What follows belongs to an exercise in optimizing a design on an open flow for small area, a short achievable clock period and few clock cycles; a production flow would make more cautious choices. In this exercise RTL edits were held to simulation tests only and were not proved equivalent to the original. Power is estimated from default activity; no workload was simulated.

==> build 25: inputs <==
==> flow/design.v <==
module Controller (
	input  wire  rst_n,
	input  wire  CLK,
	input  wire  Mem_Wr,
	input  wire  Mem_Rd,
	input  wire  Hit,
	input  wire  Ready,
	output reg   idle,
	output reg   mem,
	output reg   fill,        
	output reg   st_hit,      
	output reg   EnMain_Rd,
	output reg   EnMain_Wr,
	output reg   stall
);
always @(posedge CLK, negedge rst_n) begin
	if (!rst_n) begin
		idle      <= 1'b1;
		mem       <= 1'b0;
		stall     <= 1'b1;
		EnMain_Rd <= 1'b0;
		EnMain_Wr <= 1'b0;
	end
	else if (idle) begin
		if (Mem_Wr) begin
			idle      <= 1'b0;
			mem       <= 1'b1;
			EnMain_Wr <= 1'b1;
		end
		else if (Mem_Rd && !Hit) begin
			idle      <= 1'b0;
			mem       <= 1'b1;
			EnMain_Rd <= 1'b1;
		end
		else if (Mem_Rd) begin
			idle      <= 1'b0;
			stall     <= 1'b0;
		end
	end
	else if (mem) begin
		if (Ready) begin
			mem       <= 1'b0;
			stall     <= 1'b0;
			EnMain_Rd <= 1'b0;
			EnMain_Wr <= 1'b0;
		end
	end
	else begin
		idle  <= 1'b1;
		stall <= 1'b1;
	end
end
always @(posedge CLK) begin
	if (idle) begin
		fill   <= Mem_Rd && !Hit;
		st_hit <= Mem_Wr && Hit;
	end
end
endmodule
module Cache_Memory #(
	parameter DATA_WIDTH = 32,
	parameter ADDR_WIDTH = 10,
	parameter BLOCKS_NUM = 32,
	parameter INDEX      = $clog2(BLOCKS_NUM),
	parameter OFFSET     = 2,
	parameter TAG        = ADDR_WIDTH - INDEX - OFFSET
)
(
	input  wire                   rst_n,
	input  wire                   CLK,
	input  wire [ADDR_WIDTH-1:0]  Address,
	output reg                    Hit,
	output reg  [DATA_WIDTH-1:0]  Data_out,
	input  wire [ADDR_WIDTH-1:0]  Wr_Address,
	input  wire                   Fill_wr,    
	input  wire                   Word_wr,    
	input  wire [DATA_WIDTH-1:0]  Word_in,
	input  wire [DATA_WIDTH-1:0]  cache_in0,
	input  wire [DATA_WIDTH-1:0]  cache_in1,
	input  wire [DATA_WIDTH-1:0]  cache_in2,
	input  wire [DATA_WIDTH-1:0]  cache_in3
);
localparam WORDS = BLOCKS_NUM * 4;
integer i;
wire [INDEX-1:0]  index_mapping  = Address[OFFSET+INDEX-1:OFFSET];
wire [TAG-1:0]    tag_mapping    = Address[ADDR_WIDTH-1:OFFSET+INDEX];
wire [OFFSET+INDEX-1:0] word_mapping = Address[OFFSET+INDEX-1:0];
wire [INDEX-1:0]  wr_index  = Wr_Address[OFFSET+INDEX-1:OFFSET];
wire [TAG-1:0]    wr_tag    = Wr_Address[ADDR_WIDTH-1:OFFSET+INDEX];
wire [OFFSET-1:0] wr_offset = Wr_Address[OFFSET-1:0];
reg [TAG-1:0]        tag   [BLOCKS_NUM-1:0];
reg                  valid [BLOCKS_NUM-1:0];
reg [DATA_WIDTH-1:0] cache_word0 [BLOCKS_NUM-1:0];
reg [DATA_WIDTH-1:0] cache_word1 [BLOCKS_NUM-1:0];
reg [DATA_WIDTH-1:0] cache_word2 [BLOCKS_NUM-1:0];
reg [DATA_WIDTH-1:0] cache_word3 [BLOCKS_NUM-1:0];
always @(posedge CLK, negedge rst_n) begin
	if (!rst_n) begin
		for (i = 0; i < BLOCKS_NUM; i = i + 1)
			valid[i] <= 1'b0;
	end
	else begin
		for (i = 0; i < BLOCKS_NUM; i = i + 1)
			if (Fill_wr && wr_index == i)
				valid[i] <= 1'b1;
	end
end
reg [DATA_WIDTH-1:0] wr_word [3:0];
always @(*) begin
	wr_word[0] = Fill_wr ? cache_in0 : Word_in;
	wr_word[1] = Fill_wr ? cache_in1 : Word_in;
	wr_word[2] = Fill_wr ? cache_in2 : Word_in;
	wr_word[3] = Fill_wr ? cache_in3 : Word_in;
end
always @(posedge CLK) begin
	for (i = 0; i < BLOCKS_NUM; i = i + 1)
		if (Fill_wr && wr_index == i)
			tag[i] <= wr_tag;
	if (Fill_wr || (Word_wr && wr_offset == 2'd0))
		cache_word0[wr_index] <= wr_word[0];
	if (Fill_wr || (Word_wr && wr_offset == 2'd1))
		cache_word1[wr_index] <= wr_word[1];
	if (Fill_wr || (Word_wr && wr_offset == 2'd2))
		cache_word2[wr_index] <= wr_word[2];
	if (Fill_wr || (Word_wr && wr_offset == 2'd3))
		cache_word3[wr_index] <= wr_word[3];
end
always @(*) begin
	Hit = 1'b0;
	for (i = 0; i < BLOCKS_NUM; i = i + 1)
		Hit = Hit | ((index_mapping == i) && valid[i] && tag[i] == tag_mapping);
	case (Address[OFFSET-1:0])
		2'd0:    Data_out = cache_word0[index_mapping];
		2'd1:    Data_out = cache_word1[index_mapping];
		2'd2:    Data_out = cache_word2[index_mapping];
		default: Data_out = cache_word3[index_mapping];
	endcase
end
endmodule
module data_memory_system #(
	parameter DATA_WIDTH = 32,
	parameter ADDR_WIDTH = 10
)
(
	input  wire  			     CLK,
	input  wire  				 rst_n,
	input  wire 				 MemRead,
	input  wire  				 MemWrite,
	input  wire [ADDR_WIDTH-1:0] WordAddress,
	input  wire [DATA_WIDTH-1:0] DataIn,
	output wire                  Stall,
	output wire [DATA_WIDTH-1:0] DataOut,
	output wire                  MainRead,
	output wire                  MainWrite,
	output wire [ADDR_WIDTH-1:0] MainAddress,
	output wire [DATA_WIDTH-1:0] MainWriteData,
	input  wire                  MainReady,
	input  wire [DATA_WIDTH-1:0] MainData0,
	input  wire [DATA_WIDTH-1:0] MainData1,
	input  wire [DATA_WIDTH-1:0] MainData2,
	input  wire [DATA_WIDTH-1:0] MainData3
);
wire                  idle, mem, fill, st_hit, hit;
wire [DATA_WIDTH-1:0] lookup_data;
reg  [ADDR_WIDTH-1:0] addr_q;
reg  [DATA_WIDTH-1:0] wdata_q;
reg  [DATA_WIDTH-1:0] dout_q;
Controller ctrl (
	.rst_n(rst_n),
	.CLK(CLK),
	.Mem_Wr(MemWrite),
	.Mem_Rd(MemRead),
	.Hit(hit),
	.Ready(MainReady),
	.idle(idle),
	.mem(mem),
	.fill(fill),
	.st_hit(st_hit),
	.EnMain_Rd(MainRead),
	.EnMain_Wr(MainWrite),
	.stall(Stall)
);
Cache_Memory #(
	.DATA_WIDTH(DATA_WIDTH),
	.ADDR_WIDTH(ADDR_WIDTH)
) cache (
	.rst_n(rst_n),
	.CLK(CLK),
	.Address(WordAddress),
	.Hit(hit),
	.Data_out(lookup_data),
	.Wr_Address(addr_q),
	.Fill_wr(mem && fill),
	.Word_wr(mem && st_hit),
	.Word_in(wdata_q),
	.cache_in0(MainData0),
	.cache_in1(MainData1),
	.cache_in2(MainData2),
	.cache_in3(MainData3)
);
reg [DATA_WIDTH-1:0] main_word;
always @(*) begin
	case (addr_q[1:0])
		2'd0:    main_word = MainData0;
		2'd1:    main_word = MainData1;
		2'd2:    main_word = MainData2;
		default: main_word = MainData3;
	endcase
end
always @(posedge CLK) begin
	addr_q  <= WordAddress;
	wdata_q <= DataIn;
	dout_q <= idle ? lookup_data : main_word;
end
assign DataOut       = dout_q;
assign MainAddress   = addr_q;
assign MainWriteData = wdata_q;
endmodule
==> flow/flow/run.sh <==
#!/bin/bash
# Standard ORFS layout (the standard.sh), with timing repair aiming at
# a tighter setup target than the 12 ns clock needs.
set -euo pipefail
bash standard.sh SETUP_SLACK_MARGIN=8.0 finish > make_finish.log 2>&1
==> flow/standard.sh <==
#!/bin/bash
# synth_recipe.tcl (not shown) runs the flow's synth.tcl, then flattens the netlist and writes it again
# the make line also repeats each setting of config.mk as NAME=value (left out here)
make -C /OpenROAD-flow-scripts/flow DESIGN_CONFIG=/design/flow/config.mk WORK_HOME=/design/flow/orfs CLKGATE_MAP_FILE= SYNTH_SCRIPT=/design/flow/synth_recipe.tcl "${@:-finish}"
==> flow/config.mk <==
export PLATFORM = sky130hd
export DESIGN_NAME = data_memory_system
export DESIGN_NICKNAME = data_memory_system
export VERILOG_FILES = /design/flow/design.v
export SDC_FILE = /design/flow/constraint.sdc
export NUM_CORES = 8
export LEC_CHECK = 0
export CAP_MARGIN = 20
export CORE_MARGIN = 2
export CORE_UTILIZATION = 40
export CTS_CLUSTER_DIAMETER = 150
export CTS_CLUSTER_SIZE = 30
export SETUP_SLACK_MARGIN = 0.4
export SLEW_MARGIN = 20
==> flow/constraint.sdc <==
create_clock -name core_clock -period 12.0 [get_ports {CLK}]
set_input_delay 2.4000 -clock core_clock [delete_from_list [all_inputs] [get_ports {CLK}]]
set_output_delay 2.4000 -clock core_clock [all_outputs]
set_load 0.01 [all_outputs]
==> build 79 (differences from build 25) <==
--- a/flow/design.v
+++ b/flow/design.v
@@ -7,16 +7,16 @@
 	input  wire  Ready,
 	output reg   idle,
-	output reg   mem,
-	output reg   fill,        
-	output reg   st_hit,      
+	output reg   Fill_wr,
+	output reg   Word_wr,
 	output reg   EnMain_Rd,
 	output reg   EnMain_Wr,
-	output reg   stall
-);
+	output wire  stall
+);
+reg done;
+assign stall = !done;
 always @(posedge CLK, negedge rst_n) begin
 	if (!rst_n) begin
 		idle      <= 1'b1;
-		mem       <= 1'b0;
-		stall     <= 1'b1;
+		done      <= 1'b0;
 		EnMain_Rd <= 1'b0;
 		EnMain_Wr <= 1'b0;
@@ -25,21 +25,18 @@
 		if (Mem_Wr) begin
 			idle      <= 1'b0;
-			mem       <= 1'b1;
 			EnMain_Wr <= 1'b1;
 		end
 		else if (Mem_Rd && !Hit) begin
 			idle      <= 1'b0;
-			mem       <= 1'b1;
 			EnMain_Rd <= 1'b1;
 		end
 		else if (Mem_Rd) begin
 			idle      <= 1'b0;
-			stall     <= 1'b0;
-		end
-	end
-	else if (mem) begin
+			done      <= 1'b1;
+		end
+	end
+	else if (EnMain_Rd || EnMain_Wr) begin
 		if (Ready) begin
-			mem       <= 1'b0;
-			stall     <= 1'b0;
+			done      <= 1'b1;
 			EnMain_Rd <= 1'b0;
 			EnMain_Wr <= 1'b0;
@@ -48,11 +45,19 @@
 	else begin
 		idle  <= 1'b1;
-		stall <= 1'b1;
-	end
-end
-always @(posedge CLK) begin
-	if (idle) begin
-		fill   <= Mem_Rd && !Hit;
-		st_hit <= Mem_Wr && Hit;
+		done  <= 1'b0;
+	end
+end
+always @(posedge CLK, negedge rst_n) begin
+	if (!rst_n) begin
+		Fill_wr <= 1'b0;
+		Word_wr <= 1'b0;
+	end
+	else if (idle) begin
+		Fill_wr <= Mem_Rd && !Mem_Wr && !Hit;
+		Word_wr <= Mem_Wr && Hit;
+	end
+	else if (Ready) begin
+		Fill_wr <= 1'b0;
+		Word_wr <= 1'b0;
 	end
 end
@@ -70,9 +75,10 @@
 	input  wire                   CLK,
 	input  wire [ADDR_WIDTH-1:0]  Address,
-	output reg                    Hit,
+	output wire                   Hit,
 	output reg  [DATA_WIDTH-1:0]  Data_out,
 	input  wire [ADDR_WIDTH-1:0]  Wr_Address,
 	input  wire                   Fill_wr,    
 	input  wire                   Word_wr,    
+	input  wire                   Fill_data,  
 	input  wire [DATA_WIDTH-1:0]  Word_in,
 	input  wire [DATA_WIDTH-1:0]  cache_in0,
@@ -81,9 +87,8 @@
 	input  wire [DATA_WIDTH-1:0]  cache_in3
 );
-localparam WORDS = BLOCKS_NUM * 4;
 integer i;
 wire [INDEX-1:0]  index_mapping  = Address[OFFSET+INDEX-1:OFFSET];
 wire [TAG-1:0]    tag_mapping    = Address[ADDR_WIDTH-1:OFFSET+INDEX];
-wire [OFFSET+INDEX-1:0] word_mapping = Address[OFFSET+INDEX-1:0];
+wire [OFFSET-1:0] offset_mapping = Address[OFFSET-1:0];
 wire [INDEX-1:0]  wr_index  = Wr_Address[OFFSET+INDEX-1:OFFSET];
 wire [TAG-1:0]    wr_tag    = Wr_Address[ADDR_WIDTH-1:OFFSET+INDEX];
@@ -100,35 +105,23 @@
 			valid[i] <= 1'b0;
 	end
-	else begin
-		for (i = 0; i < BLOCKS_NUM; i = i + 1)
-			if (Fill_wr && wr_index == i)
-				valid[i] <= 1'b1;
-	end
-end
-reg [DATA_WIDTH-1:0] wr_word [3:0];
+	else if (Fill_wr) begin
+		valid[wr_index] <= 1'b1;
+	end
+end
+always @(posedge CLK) begin
+	if (Fill_wr)
+		tag[wr_index] <= wr_tag;
+	if (Fill_wr || (Word_wr && wr_offset == 2'd0))
+		cache_word0[wr_index] <= Fill_data ? cache_in0 : Word_in;
+	if (Fill_wr || (Word_wr && wr_offset == 2'd1))
+		cache_word1[wr_index] <= Fill_data ? cache_in1 : Word_in;
+	if (Fill_wr || (Word_wr && wr_offset == 2'd2))
+		cache_word2[wr_index] <= Fill_data ? cache_in2 : Word_in;
+	if (Fill_wr || (Word_wr && wr_offset == 2'd3))
+		cache_word3[wr_index] <= Fill_data ? cache_in3 : Word_in;
+end
+assign Hit = valid[index_mapping] && (tag[index_mapping] == tag_mapping);
 always @(*) begin
-	wr_word[0] = Fill_wr ? cache_in0 : Word_in;
-	wr_word[1] = Fill_wr ? cache_in1 : Word_in;
-	wr_word[2] = Fill_wr ? cache_in2 : Word_in;
-	wr_word[3] = Fill_wr ? cache_in3 : Word_in;
-end
-always @(posedge CLK) begin
-	for (i = 0; i < BLOCKS_NUM; i = i + 1)
-		if (Fill_wr && wr_index == i)
-			tag[i] <= wr_tag;
-	if (Fill_wr || (Word_wr && wr_offset == 2'd0))
-		cache_word0[wr_index] <= wr_word[0];
-	if (Fill_wr || (Word_wr && wr_offset == 2'd1))
-		cache_word1[wr_index] <= wr_word[1];
-	if (Fill_wr || (Word_wr && wr_offset == 2'd2))
-		cache_word2[wr_index] <= wr_word[2];
-	if (Fill_wr || (Word_wr && wr_offset == 2'd3))
-		cache_word3[wr_index] <= wr_word[3];
-end
-always @(*) begin
-	Hit = 1'b0;
-	for (i = 0; i < BLOCKS_NUM; i = i + 1)
-		Hit = Hit | ((index_mapping == i) && valid[i] && tag[i] == tag_mapping);
-	case (Address[OFFSET-1:0])
+	case (offset_mapping)
 		2'd0:    Data_out = cache_word0[index_mapping];
 		2'd1:    Data_out = cache_word1[index_mapping];
@@ -161,8 +154,11 @@
 	input  wire [DATA_WIDTH-1:0] MainData3
 );
-wire                  idle, mem, fill, st_hit, hit;
+wire                  idle, fill_wr, word_wr, hit;
 wire [DATA_WIDTH-1:0] lookup_data;
 reg  [ADDR_WIDTH-1:0] addr_q;
 reg  [DATA_WIDTH-1:0] wdata_q;
+reg  [ADDR_WIDTH-1:0] addr_c;
+reg  [DATA_WIDTH-1:0] wdata_c;
+reg                   rd_c;
 reg  [DATA_WIDTH-1:0] dout_q;
 Controller ctrl (
@@ -174,7 +170,6 @@
 	.Ready(MainReady),
 	.idle(idle),
-	.mem(mem),
-	.fill(fill),
-	.st_hit(st_hit),
+	.Fill_wr(fill_wr),
+	.Word_wr(word_wr),
 	.EnMain_Rd(MainRead),
 	.EnMain_Wr(MainWrite),
@@ -190,8 +185,9 @@
 	.Hit(hit),
 	.Data_out(lookup_data),
-	.Wr_Address(addr_q),
-	.Fill_wr(mem && fill),
-	.Word_wr(mem && st_hit),
-	.Word_in(wdata_q),
+	.Wr_Address(addr_c),
+	.Fill_wr(fill_wr),
+	.Word_wr(word_wr),
+	.Fill_data(rd_c),
+	.Word_in(wdata_c),
 	.cache_in0(MainData0),
 	.cache_in1(MainData1),
@@ -201,5 +197,5 @@
 reg [DATA_WIDTH-1:0] main_word;
 always @(*) begin
-	case (addr_q[1:0])
+	case (addr_c[1:0])
 		2'd0:    main_word = MainData0;
 		2'd1:    main_word = MainData1;
@@ -211,5 +207,8 @@
 	addr_q  <= WordAddress;
 	wdata_q <= DataIn;
-	dout_q <= idle ? lookup_data : main_word;
+	addr_c  <= WordAddress & {ADDR_WIDTH{MemRead || MemWrite}};
+	wdata_c <= DataIn & {DATA_WIDTH{MemWrite}};
+	rd_c    <= MemRead;
+	dout_q  <= idle ? lookup_data : main_word;
 end
 assign DataOut       = dout_q;
==> flow/flow/run.sh (replaced) <==
#!/bin/bash
# The standard ORFS layout (standard.sh, unchanged synthesis), with:
#  - timing repair aiming at a tighter setup target than the 12 ns clock
#    needs: 8.0 ns of margin up to CTS, 8.3 ns at global routing (to leave
#    room for what detailed routing adds)
#  - buf_4 as the port buffer cell (buffer_ports picks a delay cell otherwise)
#  - sizing free to change a cell's footprint, so any buffer can be resized
# Each ORFS step keeps its own log under orfs/logs; make's output goes to
# make_cts.log and make_finish.log.
set -euo pipefail
export BUFFER_PORTS_ARGS="-buffer_cell sky130_fd_sc_hd__buf_4"
bash standard.sh SETUP_SLACK_MARGIN=8.0 MATCH_CELL_FOOTPRINT=0 cts > make_cts.log 2>&1
bash standard.sh SETUP_SLACK_MARGIN=8.3 MATCH_CELL_FOOTPRINT=0 finish > make_finish.log 2>&1
Settings changed: ABC_AREA set to 1, CTS_CLUSTER_DIAMETER 150 to 120, CTS_CLUSTER_SIZE 30 to 25, TNS_END_PERCENT set to 10.
==> trial 67 (differences from build 25) <==
--- a/flow/design.v
+++ b/flow/design.v
@@ -7,7 +7,6 @@
 	input  wire  Ready,
 	output reg   idle,
-	output reg   mem,
-	output reg   fill,        
-	output reg   st_hit,      
+	output reg   Fill_wr,
+	output reg   Word_wr,
 	output reg   EnMain_Rd,
 	output reg   EnMain_Wr,
@@ -17,5 +16,4 @@
 	if (!rst_n) begin
 		idle      <= 1'b1;
-		mem       <= 1'b0;
 		stall     <= 1'b1;
 		EnMain_Rd <= 1'b0;
@@ -25,10 +23,8 @@
 		if (Mem_Wr) begin
 			idle      <= 1'b0;
-			mem       <= 1'b1;
 			EnMain_Wr <= 1'b1;
 		end
 		else if (Mem_Rd && !Hit) begin
 			idle      <= 1'b0;
-			mem       <= 1'b1;
 			EnMain_Rd <= 1'b1;
 		end
@@ -38,7 +34,6 @@
 		end
 	end
-	else if (mem) begin
+	else if (EnMain_Rd || EnMain_Wr) begin
 		if (Ready) begin
-			mem       <= 1'b0;
 			stall     <= 1'b0;
 			EnMain_Rd <= 1'b0;
@@ -51,8 +46,16 @@
 	end
 end
-always @(posedge CLK) begin
-	if (idle) begin
-		fill   <= Mem_Rd && !Hit;
-		st_hit <= Mem_Wr && Hit;
+always @(posedge CLK, negedge rst_n) begin
+	if (!rst_n) begin
+		Fill_wr <= 1'b0;
+		Word_wr <= 1'b0;
+	end
+	else if (idle) begin
+		Fill_wr <= Mem_Rd && !Mem_Wr && !Hit;
+		Word_wr <= Mem_Wr && Hit;
+	end
+	else if (Ready) begin
+		Fill_wr <= 1'b0;
+		Word_wr <= 1'b0;
 	end
 end
@@ -70,9 +73,10 @@
 	input  wire                   CLK,
 	input  wire [ADDR_WIDTH-1:0]  Address,
-	output reg                    Hit,
+	output wire                   Hit,
 	output reg  [DATA_WIDTH-1:0]  Data_out,
 	input  wire [ADDR_WIDTH-1:0]  Wr_Address,
 	input  wire                   Fill_wr,    
 	input  wire                   Word_wr,    
+	input  wire                   Fill_data,  
 	input  wire [DATA_WIDTH-1:0]  Word_in,
 	input  wire [DATA_WIDTH-1:0]  cache_in0,
@@ -81,9 +85,8 @@
 	input  wire [DATA_WIDTH-1:0]  cache_in3
 );
-localparam WORDS = BLOCKS_NUM * 4;
 integer i;
 wire [INDEX-1:0]  index_mapping  = Address[OFFSET+INDEX-1:OFFSET];
 wire [TAG-1:0]    tag_mapping    = Address[ADDR_WIDTH-1:OFFSET+INDEX];
-wire [OFFSET+INDEX-1:0] word_mapping = Address[OFFSET+INDEX-1:0];
+wire [OFFSET-1:0] offset_mapping = Address[OFFSET-1:0];
 wire [INDEX-1:0]  wr_index  = Wr_Address[OFFSET+INDEX-1:OFFSET];
 wire [TAG-1:0]    wr_tag    = Wr_Address[ADDR_WIDTH-1:OFFSET+INDEX];
@@ -100,35 +103,23 @@
 			valid[i] <= 1'b0;
 	end
-	else begin
-		for (i = 0; i < BLOCKS_NUM; i = i + 1)
-			if (Fill_wr && wr_index == i)
-				valid[i] <= 1'b1;
-	end
-end
-reg [DATA_WIDTH-1:0] wr_word [3:0];
+	else if (Fill_wr) begin
+		valid[wr_index] <= 1'b1;
+	end
+end
+always @(posedge CLK) begin
+	if (Fill_wr)
+		tag[wr_index] <= wr_tag;
+	if (Fill_wr || (Word_wr && wr_offset == 2'd0))
+		cache_word0[wr_index] <= Fill_data ? cache_in0 : Word_in;
+	if (Fill_wr || (Word_wr && wr_offset == 2'd1))
+		cache_word1[wr_index] <= Fill_data ? cache_in1 : Word_in;
+	if (Fill_wr || (Word_wr && wr_offset == 2'd2))
+		cache_word2[wr_index] <= Fill_data ? cache_in2 : Word_in;
+	if (Fill_wr || (Word_wr && wr_offset == 2'd3))
+		cache_word3[wr_index] <= Fill_data ? cache_in3 : Word_in;
+end
+assign Hit = valid[index_mapping] && (tag[index_mapping] == tag_mapping);
 always @(*) begin
-	wr_word[0] = Fill_wr ? cache_in0 : Word_in;
-	wr_word[1] = Fill_wr ? cache_in1 : Word_in;
-	wr_word[2] = Fill_wr ? cache_in2 : Word_in;
-	wr_word[3] = Fill_wr ? cache_in3 : Word_in;
-end
-always @(posedge CLK) begin
-	for (i = 0; i < BLOCKS_NUM; i = i + 1)
-		if (Fill_wr && wr_index == i)
-			tag[i] <= wr_tag;
-	if (Fill_wr || (Word_wr && wr_offset == 2'd0))
-		cache_word0[wr_index] <= wr_word[0];
-	if (Fill_wr || (Word_wr && wr_offset == 2'd1))
-		cache_word1[wr_index] <= wr_word[1];
-	if (Fill_wr || (Word_wr && wr_offset == 2'd2))
-		cache_word2[wr_index] <= wr_word[2];
-	if (Fill_wr || (Word_wr && wr_offset == 2'd3))
-		cache_word3[wr_index] <= wr_word[3];
-end
-always @(*) begin
-	Hit = 1'b0;
-	for (i = 0; i < BLOCKS_NUM; i = i + 1)
-		Hit = Hit | ((index_mapping == i) && valid[i] && tag[i] == tag_mapping);
-	case (Address[OFFSET-1:0])
+	case (offset_mapping)
 		2'd0:    Data_out = cache_word0[index_mapping];
 		2'd1:    Data_out = cache_word1[index_mapping];
@@ -161,8 +152,11 @@
 	input  wire [DATA_WIDTH-1:0] MainData3
 );
-wire                  idle, mem, fill, st_hit, hit;
+wire                  idle, fill_wr, word_wr, hit;
 wire [DATA_WIDTH-1:0] lookup_data;
 reg  [ADDR_WIDTH-1:0] addr_q;
 reg  [DATA_WIDTH-1:0] wdata_q;
+reg  [ADDR_WIDTH-1:0] addr_c;
+reg  [DATA_WIDTH-1:0] wdata_c;
+reg                   rd_c;
 reg  [DATA_WIDTH-1:0] dout_q;
 Controller ctrl (
@@ -174,7 +168,6 @@
 	.Ready(MainReady),
 	.idle(idle),
-	.mem(mem),
-	.fill(fill),
-	.st_hit(st_hit),
+	.Fill_wr(fill_wr),
+	.Word_wr(word_wr),
 	.EnMain_Rd(MainRead),
 	.EnMain_Wr(MainWrite),
@@ -190,8 +183,9 @@
 	.Hit(hit),
 	.Data_out(lookup_data),
-	.Wr_Address(addr_q),
-	.Fill_wr(mem && fill),
-	.Word_wr(mem && st_hit),
-	.Word_in(wdata_q),
+	.Wr_Address(addr_c),
+	.Fill_wr(fill_wr),
+	.Word_wr(word_wr),
+	.Fill_data(rd_c),
+	.Word_in(wdata_c),
 	.cache_in0(MainData0),
 	.cache_in1(MainData1),
@@ -201,5 +195,5 @@
 reg [DATA_WIDTH-1:0] main_word;
 always @(*) begin
-	case (addr_q[1:0])
+	case (addr_c[1:0])
 		2'd0:    main_word = MainData0;
 		2'd1:    main_word = MainData1;
@@ -211,5 +205,9 @@
 	addr_q  <= WordAddress;
 	wdata_q <= DataIn;
-	dout_q <= idle ? lookup_data : main_word;
+	if (idle)
+		addr_c <= WordAddress;
+	wdata_c <= DataIn & {DATA_WIDTH{MemWrite}};
+	rd_c    <= MemRead;
+	dout_q  <= idle ? lookup_data : main_word;
 end
 assign DataOut       = dout_q;
==> flow/flow/run.sh (replaced) <==
#!/bin/bash
# The standard ORFS layout (standard.sh, unchanged synthesis) with:
#  - timing repair aiming at a tighter setup target than the 12 ns clock needs
#  - buf_4 as the port buffer cell (buffer_ports picks a delay cell otherwise)
#  - sizing free to change a cell's footprint (so any buffer can be resized)
# Each ORFS step keeps its own log under orfs/logs; make's output goes to
# make_finish.log.
set -euo pipefail
bash standard.sh SETUP_SLACK_MARGIN=8.0 MATCH_CELL_FOOTPRINT=0 \
  "BUFFER_PORTS_ARGS=-buffer_cell sky130_fd_sc_hd__buf_4" finish > make_finish.log 2>&1
Settings changed: ABC_AREA set to 1, CTS_CLUSTER_DIAMETER 150 to 100, CTS_CLUSTER_SIZE 30 to 20.
==> qor summary <==
metric                                                                            build 25                  trial 67                 build 79
Outcome                                                            complete, no violations   complete, no violations  complete, no violations
Detailed-route wire length on metal 1                                               210 mm                    208 mm                   211 mm
Clock Sinks                                                                           4305                      4347                     4347
Sequential-to-total area share from yosys stat                                       0.775                     0.795                    0.792
Async set or reset register ratio after synthesis                                  0.00859                   0.00874                  0.00874
Wire length of the first global-routing pass                                        781 mm                    792 mm                   815 mm
Cell at the slowest stage of the critical path                     sky130_fd_sc_hd__mux4_2  sky130_fd_sc_hd__o31ai_4   sky130_fd_sc_hd__buf_6
Number of synthesized flops with an enable pin                                        4194                      4202                     4192
Max IR drop VDD                                                                     123 uV                    144 uV                   133 uV
Int Power                                                                         22100 uW                  21800 uW                 20800 uW
Count of buffers not belonging to the clock network in the layout                      940                       780                      789
Final wirelength                                                                    596 mm                    611 mm                   616 mm
Detailed placer's ending HPWL                                                       306 mm                    288 mm                   300 mm
Met3 Usage GRT                                                                      0.0656                    0.0562                   0.0775
Cell Count Post-Placement                                                            13500                     15900                    15900
Testbench counts of build 25, summed over its fixed seeds: cycles 138,291.
Testbench counts of build 79, summed over its fixed seeds: cycles 138,291.
Testbench counts of trial 67, summed over its fixed seeds: cycles 138,291.

[what the ideal ports hide]
The flow's constraints put no driver on any port. The routed layouts listed below were extracted and timed again, unchanged, in two steps. Step 1 sets driving cells, clkbuf_16 on the clock port and buf_2 on the other inputs (assumed; they add their load-dependent delay and slew). Step 2 adds t to the input delays and takes it off the output delays; t is the mean of the earliest and latest rising clock arrival at the registers after step 1. Input paths then give back, and output paths get back, about the clock's delay inside the block. Slacks: ideal ports / drivers / drivers and shift; pairs: ideal ports / drivers.
run	t (ns)	setup WS [ns]	hold slack, ns	worst data-port slew with drivers (ns)	cell pins on the clock port's net
build 25	1.062	7.783 / 7.497 / 6.435	0.481 / 0.481 / 0.481	0.47	1
build 79	1.067	7.857 / 7.872 / 6.865	0.473 / 0.473 / 0.473	0.17	1
trial 67	1.097	7.805 / 7.636 / 6.540	0.473 / 0.473 / 0.473	0.30	1
After both steps setup and hold are still met in every run listed. For build 25, which loses most, drivers alone change the setup slack by -0.286 ns; drivers and shift together by -1.348 ns.
